Context: an optimization exercise on an open-source flow, tuned for a short achievable clock period and few clock cycles. The choices shown serve that exercise and are no tape-out recipe.
No functional check of the RTL was part of any run shown here.
Power figures rest on the tool's default switching activity, not on a simulated workload.

$ cat flow/flow/run.sh
#!/bin/bash
# Standard ORFS layout (the standard.sh, standard synthesis unchanged),
# with repair_timing aiming for a setup slack margin, so that the resizer
# works on paths well below the 10 ns clock. The SDC is not changed.
set -euo pipefail
MARGIN=${MARGIN:-7}
bash standard.sh SETUP_SLACK_MARGIN=$MARGIN finish > standard_make.log 2>&1
$ cat flow/standard.sh
#!/bin/bash
# synth_recipe.tcl (not shown) runs the flow's synth.tcl, then flattens the netlist and writes it again
# the make line also repeats each setting of config.mk as NAME=value (left out here)
make -C /OpenROAD-flow-scripts/flow DESIGN_CONFIG=/design/flow/config.mk WORK_HOME=/design/flow/orfs CLKGATE_MAP_FILE= SYNTH_SCRIPT=/design/flow/synth_recipe.tcl "${@:-finish}"
$ cat flow/config.mk
export PLATFORM = sky130hd
export DESIGN_NAME = jericalla_evolucion
export DESIGN_NICKNAME = jericalla_evolucion
export VERILOG_FILES = /design/flow/design.v
export SDC_FILE = /design/flow/constraint.sdc
export NUM_CORES = 4
export LEC_CHECK = 0
export CAP_MARGIN = 20
export CORE_MARGIN = 2
export CORE_UTILIZATION = 40
export SLEW_MARGIN = 20
$ cat flow/constraint.sdc
create_clock -name core_clock -period 10.0 [get_ports {clk}]
set_input_delay 2.0000 -clock core_clock [delete_from_list [all_inputs] [get_ports {clk}]]
set_output_delay 2.0000 -clock core_clock [all_outputs]
set_load 0.01 [all_outputs]
$ cat flow/design.v
module contador_de_programa(
    input  wire       clk,
    input  wire       reset,
    input  wire [6:0] cantidad_instrucciones,
    output reg  [6:0] o_contador,    
    output wire       activo,        
    output wire       ultimo         
);
reg  [6:0] pc;
reg  [6:0] n_r;                      
wire [6:0] siguiente = pc + 7'd1;
assign activo = (pc != n_r);
assign ultimo = (siguiente == n_r);
always @(posedge clk) begin
    if (reset) begin
        pc         <= 7'd0;
        o_contador <= 7'd0;
        n_r        <= cantidad_instrucciones;
    end else if (activo) begin
        pc         <= siguiente;
        o_contador <= siguiente;
    end
end
endmodule
module unidad_control
(
    input  [3:0] instruction,
    output       op_and,
    output       op_or,
    output       op_add,
    output       op_sub,
    output       op_slt,
    output       op_nor,
    output       op_sw,
    output       op_lw,
    output       write_enable_RB,
    output       valido
);
assign op_and = (instruction == 4'd0);
assign op_or  = (instruction == 4'd1);
assign op_add = (instruction == 4'd2);
assign op_sub = (instruction == 4'd3);
assign op_slt = (instruction == 4'd4);
assign op_nor = (instruction == 4'd5);
assign op_sw  = (instruction == 4'd6);
assign op_lw  = (instruction == 4'd7);
assign write_enable_RB = (instruction <= 4'd5);
assign valido = !instruction[3];
endmodule
module alu(
    input         op_and,
    input         op_or,
    input         op_add,
    input         op_sub,
    input         op_slt,
    input         op_nor,
    input  [31:0] din1_alu,
    input  [31:0] din2_alu,
    output [31:0] result_alu,
    output        zero_alu
);
wire [31:0] a = din1_alu;
wire [31:0] b = din2_alu;
wire [31:0] r_and = a & b;
wire [31:0] r_or  = a | b;
wire [31:0] r_add = a + b;
wire [31:0] r_sub = a - b;
wire        lt    = (a < b);
assign result_alu = ({32{op_and}} & r_and)
                  | ({32{op_or}}  & r_or)
                  | ({32{op_nor}} & ~r_or)
                  | ({32{op_add}} & r_add)
                  | ({32{op_sub}} & r_sub)
                  | {31'd0, op_slt & lt};
wire [31:0] t = a ^ b;
wire        z_add = (t == {r_or[30:0], 1'b0});
assign zero_alu = (op_and & ~|r_and)
                | (op_or  & ~|r_or)
                | (op_nor & &r_or)
                | (op_add & z_add)
                | (op_sub & (a == b))
                | (op_slt & ~lt);
endmodule
module banco_de_registros(
    input  wire        clk,
    input  wire        reset,
    input  wire [4:0]  read_address_1,
    input  wire [4:0]  read_address_2,
    input  wire [4:0]  write_address,
    input  wire [31:0] data_write,
    input  wire        write_enable,
    output wire [31:0] data_register_1,
    output wire [31:0] data_register_2
);
reg [31:0] mem [0:31];
function [31:0] valor_inicial(input [4:0] r);
    case (r)
        5'd0:  valor_inicial = 32'h000000DE;
        5'd1:  valor_inicial = 32'h0000006F;
        5'd2:  valor_inicial = 32'h00000064;
        5'd3:  valor_inicial = 32'h000000C8;
        5'd7:  valor_inicial = 32'h00000014;
        5'd8:  valor_inicial = 32'h00000015;
        5'd9:  valor_inicial = 32'h00000016;
        5'd10: valor_inicial = 32'h00000052;
        5'd11: valor_inicial = 32'h0000001B;
        5'd12: valor_inicial = 32'h7FFFFFF3;
        5'd16: valor_inicial = 32'h00000017;
        5'd17: valor_inicial = 32'h00000018;
        5'd18: valor_inicial = 32'h00000019;
        default: valor_inicial = 32'h00000000;
    endcase
endfunction
integer i;
always @(posedge clk) begin
    if (reset) begin
        for (i = 0; i < 32; i = i + 1)
            mem[i] <= valor_inicial(i[4:0]);
    end else if (write_enable) begin
        mem[write_address] <= data_write;
    end
end
assign data_register_1 = mem[read_address_1];
assign data_register_2 = mem[read_address_2];
endmodule
module ram(
    input  wire        clk,
    input  wire [4:0]  address,
    input  wire [31:0] din,
    input  wire        write_enable,
    output wire [31:0] dout
);
reg [31:0] mem [0:31];
always @(posedge clk) begin
    if (write_enable)
        mem[address] <= din;
end
assign dout = mem[address];
endmodule
module jericalla_evolucion(
    input  wire        clk,
    input  wire        reset,
    input  wire [6:0]  cantidad_instrucciones,
    output wire [6:0]  imem_addr,
    input  wire [18:0] imem_data,
    output reg  [31:0] data_out,
    output reg         zf,
    output reg         valid,
    output reg         done
);
wire f_v, f_last;
contador_de_programa contador_de_programa_inst(
    .clk(clk),
    .reset(reset),
    .cantidad_instrucciones(cantidad_instrucciones),
    .o_contador(imem_addr),
    .activo(f_v),
    .ultimo(f_last)
);
wire f_and, f_or, f_add, f_sub, f_slt, f_nor, f_sw, f_lw, f_we, f_res;
unidad_control unidad_control_inst(
    .instruction(imem_data[18:15]),
    .op_and(f_and), .op_or(f_or), .op_add(f_add), .op_sub(f_sub),
    .op_slt(f_slt), .op_nor(f_nor), .op_sw(f_sw), .op_lw(f_lw),
    .write_enable_RB(f_we),
    .valido(f_res)
);
wire [4:0] rs1 = imem_data[9:5];
wire [4:0] rs2 = imem_data[4:0];
reg        x_v, x_last, x_res, x_we;
reg        x_and, x_or, x_add, x_sub, x_slt, x_nor, x_sw, x_lw;
reg [4:0]  x_rd;
reg [31:0] x_a, x_b;
reg        w_we;
reg [4:0]  w_rd;
reg [31:0] w_val;
wire [31:0] rf_a, rf_b, alu_result;
wire        alu_zero;
banco_de_registros banco_de_registros_inst(
    .clk(clk),
    .reset(reset),
    .read_address_1(rs1),
    .read_address_2(rs2),
    .write_address(w_rd),
    .data_write(w_val),
    .write_enable(w_we),
    .data_register_1(rf_a),
    .data_register_2(rf_b)
);
wire fe_a = x_v && x_we && (x_rd == rs1);
wire fw_a = w_we && (w_rd == rs1);
wire fe_b = x_v && x_we && (x_rd == rs2);
wire fw_b = w_we && (w_rd == rs2);
wire [31:0] f_a = fe_a ? alu_result : fw_a ? w_val : rf_a;
wire [31:0] f_b = fe_b ? alu_result : fw_b ? w_val : rf_b;
always @(posedge clk) begin
    x_v    <= !reset && f_v;
    x_last <= f_last;
    x_res  <= f_res;
    x_we   <= f_we;
    x_and  <= f_and;
    x_or   <= f_or;
    x_add  <= f_add;
    x_sub  <= f_sub;
    x_slt  <= f_slt;
    x_nor  <= f_nor;
    x_sw   <= f_sw;
    x_lw   <= f_lw;
    x_rd   <= imem_data[14:10];
    x_a    <= f_a;
    x_b    <= f_b;
end
alu alu_inst(
    .op_and(x_and), .op_or(x_or), .op_add(x_add), .op_sub(x_sub),
    .op_slt(x_slt), .op_nor(x_nor),
    .din1_alu(x_a),
    .din2_alu(x_b),
    .result_alu(alu_result),
    .zero_alu(alu_zero)
);
wire [31:0] ram_dout;
ram ram_inst(
    .clk(clk),
    .address(x_a[4:0]),
    .din(x_b),
    .write_enable(!reset && x_v && x_sw),
    .dout(ram_dout)
);
always @(posedge clk) begin
    data_out <= x_lw ? ram_dout : x_sw ? x_b : alu_result;
    w_val    <= alu_result;
    w_rd     <= x_rd;
    if (reset) begin
        valid <= 1'b0;
        zf    <= 1'b0;
        done  <= (cantidad_instrucciones == 7'd0);
        w_we  <= 1'b0;
    end else begin
        valid <= x_v && x_res;
        if (x_v && x_we)
            zf <= alu_zero;
        if (x_v && x_last)
            done <= 1'b1;
        w_we  <= x_v && x_we;
    end
end
endmodule
==> results of run 1 <==
-- cells in the final DEF (no fill, tap or decap), types with 61 or more instances in the layout --
| cell | n |
|---|---|
| edfxtp_1 | 2056 |
| and2_1 | 903 |
| mux4_2 | 896 |
| buf_4 | 282 |
| clkbuf_16 | 276 |
| buf_12 | 218 |
| nand2_1 | 191 |
| buf_6 | 165 |
| buf_16 | 124 |
| inv_1 | 102 |
| nor2_1 | 88 |
| a22oi_1 | 88 |
| ha_1 | 85 |
| o211ai_1 | 80 |
| or3_1 | 75 |
| nor2_4 | 70 |
| o21ai_1 | 63 |
| dfxtp_1 | 62 |
| a21oi_1 | 61 |
| and2_4 | 61 |
| or2_4 | 61 |
-- cell families (layout without fill, tap and decap cells) --
group | count (synthesis) | after routing | synth area share
other | 0 | 23 | 0
multiplexers | 986 | 986 | 0.202
buffers and inverters | 674 | 1494 | 0.0247
XOR/XNOR | 82 | 82 | 0.00687
adder cells (fa/ha/maj) | 122 | 122 | 0.0147
AO/OA/AOI/OAI | 602 | 602 | 0.0402
AND/OR/NAND/NOR | 1656 | 1688 | 0.0904
flip-flops | 2216 | 2216 | 0.621
-- timing repair --
item                                     CTS  global route
pin swaps                                161           134
gates cloned                             142            51
endpoints found under the setup margin  3162          1717
resized for setup                        997           349
setup buffers                            374           163
-- power by group --
part,leakage (nW),switching (W),internal (W)
Clock,3.76,0.00388,0.00483
Combinational,20.9,0.00262,0.00208
Sequential,21.1,0.000521,0.0105
Total,45.7,0.00703,0.0174
-- through the flow --
stage | util | hold WS [ns]
2_1_floorplan | - | 0.374
3_3_place_gp | 0.422 | 0.422
3_5_place_dp | 0.422 | 0.407
4_1_cts | 0.493 | 0.428
5_1_grt | 0.509 | 0.439
6_report | 0.509 | 0.421
-- flip-flops by register name, summed over array words and instances, names as in the netlist, 5 cells and up --
register	cells
x_a	32
x_b	32
w_rd	5
x_rd	5
data_out	32
ram_inst.mem	1024
contador_de_programa_inst.n_r	7
w_val	32
banco_de_registros_inst.mem	1024
contador_de_programa_inst.o_contador	7
-- area by class of cell --
type / instances / area (µm²) / area share
flip-flops and latches: 2216 / 65200 / 0.493
multi-input cells: 3480 / 40200 / 0.304
repair buffers: 920 / 14400 / 0.109
clock buffers: 301 / 6290 / 0.0476
well taps: 3402 / 4260 / 0.0322
clock inverters: 145 / 1370 / 0.0103
inverters: 128 / 503 / 0.00380
diodes: 23 / 57.6 / 0.000435
-- worst max-delay path, cell delays in order --
cell	delay, ns
buf_16	0.16
buf_16	0.18
buf_4	0.14
buf_16	0.12
mux4_2	0.50
mux4_2	0.54
mux2i_2	0.21
nand2_1	0.13
o211ai_1	0.26
o21ai_1	0.12
-- synthesized netlist by cell type, types with 9 or more instances --
cell type	n	area (µm²)
a211oi_1	16	120
a21o_1	13	97.6
a21oi_1	92	460
a221oi_1	30	263
a22o_1	16	140
a22oi_1	88	661
a31oi_1	15	93.8
a41o_1	11	110
and2_1	964	6030
buf_1	86	323
buf_2	33	165
clkbuf_1	426	1600
dfxtp_1	160	3200
edfxtp_1	2056	61700
ha_1	120	1500
inv_1	127	477
mux2i_1	83	831
mux4_2	896	20200
nand2_1	201	754
nand2b_1	12	75.1
nand3_1	30	150
nand4_1	49	307
nor2_1	158	593
nor2b_1	16	100
nor3_1	35	175
nor3b_1	9	67.6
nor4_1	34	213
o211ai_1	80	601
o21a_1	16	120
o21ai_0	130	651
o21bai_1	10	75.1
or2_2	37	231
or3_1	80	500
xnor2_1	48	420
xor2_1	34	298
-- worst paths after layout --
kind                                   start           end  slack [ns]  cells after the start
worst max-delay path            imem_data[5]        x_a[8]        6.36                     10
worst min register to register       x_rd[4]       w_rd[4]        0.42                      0
worst max register to register        x_a[3]  data_out[25]        6.57                     13
worst min-delay path                 x_rd[4]       w_rd[4]        0.42                      0
-- metal layers --
layer	vias to the layer above	GRT usage	wire length, µm
li1	26450	-	-
met1	35803	0.362	142000
met2	4922	0.464	188000
met3	1382	0.0698	45300
met4	14	0.169	33700
met5	-	0	87
==> results.toml, run 1 <==
[run_status]
outcome = "timing/DRC/antenna clean"

[logic_synthesis]
syn_area_mm2 = 0.105
synthDistinctLibCells = 82
syn_nets = 6488
synthFlopType = "edfxtp_1"
syn_inst = 6338
ys_seq_elements = 2216
ys_seq_area_frac = 0.621
yosysWarnings = 4
synthArstFlopShare = 0
syn_area_per_cell_um2 = 16.5
synth-edff-count = 2056

[power]
total_power_w = 0.0245
p_per_area_mw_per_mm2 = 185
p_leak_nw = 45.7
peakVddDrop_mv = 0.176

[die]
initial_core_util = 0.402
dieHeight_um = 515
io_pins = 70
fp.dieW_um = 515
rows = 187
die-area_mm2 = 0.265
coreArea_mm2 = 0.260

[cts]
clockBufferDepth = 3
cts_buffers = 233
cts_hold_buf = 0
clock_latency_ns = 0.92
ctsHtreeMaxLevel = 4
cts_root_buffer = "clkbuf_16"
cts_tree = "built"
cts.clk_slew.worst_paths_ns = 0.07
cts.sinks = 2216

[sta]
skew_ns = 0.0528
setup_ws_ns = 6.36
finalHoldViolations = 0
relSlewSlack = 0.186
period_share = 0.364
tns_ns = 0
fmax_mhz = 275
grt_setup_unrepaired = "yes"
setup_viol = 0
drv_slew = 0
tightest_slew_ns = 1.22
period_needed_ns = 3.64

[layout]
nets = 7129
fin_cells = 10615
area_delta_synth_final_pct = 26.5
drive_gt1_frac = 0.383
final_area_mm2 = 0.132
fillers = 20656

[detailed_routing]
via_count = 68571
wl_per_cell_um = 38.5
antenna_left = 0
drcViolationCount = 0
finalWirelength_mm = 409
dr.pass1.iters = 6
vias_per_cell = 6.46
drtIter0Drc = 9985

[critical_path]
required_ns = 10.77
critical_path.endpoint_type = "register"
cp-start-kind = "input port"
crit_fanout = 6
worstPathArrival_ns = 4.41
critPathKind = "in2reg"

[global_route]
grt_max_degree = 65
grt_pass1_vias = 66655
grt_first_pass_wirelength_mm = 536
grt_usage = 0.291
grt.overflow.total = 0
antenna_found_initial = 27

[flow_run]
max-cap-violations = 0

[placement]
numPortBuffers = 69
place_area_mm2 = 0.110
place_ws_ns = 4.45
hpwl_mm = 187
place_congestion = 0.919
post-place-cells = 9416

[worst_hold_path]
hold_path.class = "reg2reg"
==> run 2: changes to the inputs <==
--- a/flow/design.v
+++ b/flow/design.v
@@ -120,8 +120,20 @@
         mem[write_address] <= data_write;
     end
 end
-assign data_register_1 = mem[read_address_1];
-assign data_register_2 = mem[read_address_2];
+wire [31:0] sel_1 = 32'd1 << read_address_1;
+wire [31:0] sel_2 = 32'd1 << read_address_2;
+reg [31:0] rd_1, rd_2;
+integer k;
+always @* begin
+    rd_1 = 32'd0;
+    rd_2 = 32'd0;
+    for (k = 0; k < 32; k = k + 1) begin
+        rd_1 = rd_1 | ({32{sel_1[k]}} & mem[k]);
+        rd_2 = rd_2 | ({32{sel_2[k]}} & mem[k]);
+    end
+end
+assign data_register_1 = rd_1;
+assign data_register_2 = rd_2;
 endmodule
 module ram(
     input  wire        clk,
@@ -191,8 +203,12 @@
 wire fw_a = w_we && (w_rd == rs1);
 wire fe_b = x_v && x_we && (x_rd == rs2);
 wire fw_b = w_we && (w_rd == rs2);
-wire [31:0] f_a = fe_a ? alu_result : fw_a ? w_val : rf_a;
-wire [31:0] f_b = fe_b ? alu_result : fw_b ? w_val : rf_b;
+wire [31:0] f_a = ({32{fe_a}} & alu_result)
+                | ({32{!fe_a && fw_a}} & w_val)
+                | ({32{!fe_a && !fw_a}} & rf_a);
+wire [31:0] f_b = ({32{fe_b}} & alu_result)
+                | ({32{!fe_b && fw_b}} & w_val)
+                | ({32{!fe_b && !fw_b}} & rf_b);
 always @(posedge clk) begin
     x_v    <= !reset && f_v;
     x_last <= f_last;
@@ -227,7 +243,7 @@
     .dout(ram_dout)
 );
 always @(posedge clk) begin
-    data_out <= x_lw ? ram_dout : x_sw ? x_b : alu_result;
+    data_out <= ({32{x_lw}} & ram_dout) | ({32{x_sw}} & x_b) | alu_result;
     w_val    <= alu_result;
     w_rd     <= x_rd;
     if (reset) begin
--- a/flow/config.mk
+++ b/flow/config.mk
@@ -7,5 +7,8 @@
 export LEC_CHECK = 0
 export CAP_MARGIN = 20
 export CORE_MARGIN = 2
-export CORE_UTILIZATION = 40
+export CORE_UTILIZATION = 65
+export CTS_CLUSTER_DIAMETER = 150
+export CTS_CLUSTER_SIZE = 24
+export PLACE_DENSITY = 0.75
 export SLEW_MARGIN = 20
==> results.toml, run 2 <==
[placement]
post-place-cells = 8660
hpwl_mm = 237
place_ws_ns = 4.19
numPortBuffers = 69
place_congestion = 1.08

[logic_synthesis]
syn_inst = 6948
synth_top_area_share = 0.620
syn_area_per_cell_um2 = 14.3
synthArstFlopShare = 0
synth_top_area_cell = "edfxtp_1"
synthDistinctLibCells = 95
synth-edff-count = 2056
ys_seq_area_frac = 0.652
syn_nets = 7075
syn_area_mm2 = 0.0995
synthFlopType = "edfxtp_1"
yosysWarnings = 4
ys_seq_elements = 2216
synth_commonest_cells = "edfxtp_1 (2056), and2_1 (955), a22oi_1 (663)"
netlist_top_cells_area = "edfxtp_1 (62%), and2_1 (6.0%), mux4_2 (5.8%)"
synth.most_common_cell = "edfxtp_1"

[cts]
ctsHtreeMaxLevel = 3
cts_root_buffer = "clkbuf_16"
clockBufferDepth = 3
cts_hold_buf = 0
cts.sinks = 2216
cts_buffers = 102

[die]
rows = 143
fp.dieW_um = 395
dieHeight_um = 395
initial_core_util = 0.655
io_pins = 70

[global_route]
grt_first_pass_wirelength_mm = 801
grt_pass1_vias = 88118
grt_usage = 0.766
grt.overflow.total = 140
grt_max_degree = 117

[run_status]
toolErrorMsg = "[ERROR GRT-0116] Global routing finished with congestion. Check the congestion regions in the DRC Viewer."
haltStage = "global routing (5_1_grt)"
outcome = "did not finish"
run 2: cell count changes after synthesis, sizes merged, moves of 62 or more:
cell and delta:
mux4 -640, a221oi +240, a22o +235, mux2i -71, a22oi +576, nand4 +173, nor2 +62
run 2: timing repair:
item | CTS
resized for setup | 1367
gates cloned | 102
pin swaps | 313
setup buffers | 659
setup endpoints to repair | 3133
run 2: how the worst max path moves through the flow:
stage               slack, ns  cells after the start           to    startpoint
floorplan                6.34                     11      x_b[11]  imem_data[4]
global placement         4.20                     11      x_a[19]  imem_data[7]
detailed placement       4.19                     10      x_b[10]  imem_data[2]
CTS                      6.62                     13  data_out[0]        x_a[0]
run 2: power groups by stage:
stage                     Sequential, W  Clock [W]  Combinational, W
after detailed placement         0.0113          0           0.00287
after CTS                        0.0110    0.00492           0.00403
after global placement           0.0113          0           0.00284
after floorplan                  0.0110          0           0.00193
run 2: per-stage QoR:
| step | hold WS, ns | power [W] | instance area [µm²] | utilization |
|---|---|---|---|---|
| 4_1_cts | 0.426 | 0.0199 | 121000 | 0.796 |
| 3_5_place_dp | 0.417 | 0.0142 | 104000 | 0.684 |
| 3_3_place_gp | 0.438 | 0.0142 | 104000 | 0.684 |
| 2_1_floorplan | 0.373 | 0.0129 | 103000 | - |
run 2: kinds of logic after synthesis:
group	count (synthesis)	synth area share
mux	284	0.0610
flops	2216	0.652
buf+inv	716	0.0287
fa+ha+maj	99	0.0126
xor+xnor	93	0.00818
simple gates	1956	0.113
compound gates	1584	0.125
run 2: metal layers:
| metal | overflow | track usage |
|---|---|---|
| met5 | 1 | 0.479 |
| met4 | 49 | 0.694 |
| met3 | 12 | 0.661 |
| met2 | 55 | 0.884 |
| met1 | 23 | 0.789 |
==> run 3: changes to the inputs <==
--- a/flow/config.mk
+++ b/flow/config.mk
@@ -7,8 +7,8 @@
 export LEC_CHECK = 0
 export CAP_MARGIN = 20
 export CORE_MARGIN = 2
-export CORE_UTILIZATION = 65
+export CORE_UTILIZATION = 45
 export CTS_CLUSTER_DIAMETER = 150
 export CTS_CLUSTER_SIZE = 24
-export PLACE_DENSITY = 0.75
+export PLACE_DENSITY = 0.65
 export SLEW_MARGIN = 20
==> results.toml, run 3 <==
[cts]
cts_buffers = 103
ctsHtreeMaxLevel = 3
cts.sinks = 2216
cts_root_buffer = "clkbuf_16"
clockBufferDepth = 3
cts_hold_buf = 0

[logic_synthesis]
synth-edff-count = 2056
ys_seq_area_frac = 0.652
synth.most_common_cell = "edfxtp_1"
syn_nets = 7075
syn_inst = 6948
synthArstFlopShare = 0
syn_area_mm2 = 0.0995
synth_commonest_cells = "edfxtp_1 (2056), and2_1 (955), a22oi_1 (663)"
synth_top_area_cell = "edfxtp_1"
yosysWarnings = 4
synthDistinctLibCells = 95
synthFlopType = "edfxtp_1"
netlist_top_cells_area = "edfxtp_1 (62%), and2_1 (6.0%), mux4_2 (5.8%)"
ys_seq_elements = 2216
synth_top_area_share = 0.620
syn_area_per_cell_um2 = 14.3

[die]
dieHeight_um = 474
rows = 172
initial_core_util = 0.453
fp.dieW_um = 474
io_pins = 70

[placement]
post-place-cells = 9624
hpwl_mm = 242
place_congestion = 1.03
place_area_mm2 = 0.106
numPortBuffers = 69

[global_route]
grt_max_degree = 62
grt.overflow.total = 228
grt_usage = 0.591

[run_status]
outcome = "did not finish"
haltStage = "global routing (5_1_grt)"
toolErrorMsg = "[ERROR GRT-0232] Routing congestion too high. Check the congestion heatmap in the GUI."
-- run 3: cell counts after synthesis --
Identical to the previous run, type by type.
-- run 3: metrics by stage --
stage	hold WS, ns	setup WS, ns
after global placement	0.386	4.14
after CTS	0.396	6.60
after floorplan	0.373	6.34
after detailed placement	0.391	4.18
-- run 3: kinds of logic after synthesis --
group	count (synthesis)	share of synthesized area
DFF	2216	0.652
and+or+nand+nor	1956	0.113
AOI/OAI and AO/OA	1584	0.125
buffers and inverters	716	0.0287
muxes	284	0.0610
adders and majority gates	99	0.0126
xor gates and xnor gates	93	0.00818
-- run 3: what timing repair did --
action / CTS
pin swaps: 413
resized for setup: 1664
endpoints found under the setup margin: 3203
gates cloned: 165
setup buffers: 744
-- run 3: metal layers --
| metal | GRT usage | overflow |
|---|---|---|
| met1 | 0.621 | 30 |
| met5 | 0.356 | 5 |
| met3 | 0.502 | 20 |
| met4 | 0.498 | 70 |
| met2 | 0.690 | 103 |
-- run 3: worst min path at each step --
stage                       start  cells past startpoint  endpoint  slack [ns]
after floorplan           x_rd[1]                      0   w_rd[1]        0.37
after global placement    x_rd[3]                      0   w_rd[3]        0.39
after detailed placement  x_rd[2]                      0   w_rd[2]        0.39
after CTS                 x_rd[2]                      0   w_rd[2]        0.40
-- run 3: power groups by stage --
stage / Clock (W) / Combinational (W) / Sequential (W)
after CTS: 0.00507 / 0.00437 / 0.0110
after floorplan: 0 / 0.00193 / 0.0110
after global placement: 0 / 0.00304 / 0.0113
after detailed placement: 0 / 0.00307 / 0.0113

-- afterwards: timing with drivers on the ports --
No port has a modelled driver above. Below, the same layout with a new extraction and two added sets of constraints.
Step 1: set_driving_cell puts a clkbuf_16 on clk and a buf_2 on each other input, an assumption about the parent block.
Step 2 adds t to the input delays and takes it off the output delays; t is the mean of the earliest and latest rising clock arrival at the registers after step 1. Input paths then give back, and output paths get back, about the clock's delay inside the block.
a / b / c = no drivers / after step 1 / after step 2; a / b = the first two.
run: run 1
shift t [ns]: 0.993
slack for setup (ns): 6.358 / 6.157 / 5.164
worst setup path at the end: input to register
slew at the worst register clock pin (ns): 0.07 / 0.07
pins driven straight from the clock port: 1
After both steps setup and hold are still met in run 1. For run 1, drivers alone change the setup slack by -0.201 ns; drivers and shift together by -1.194 ns.
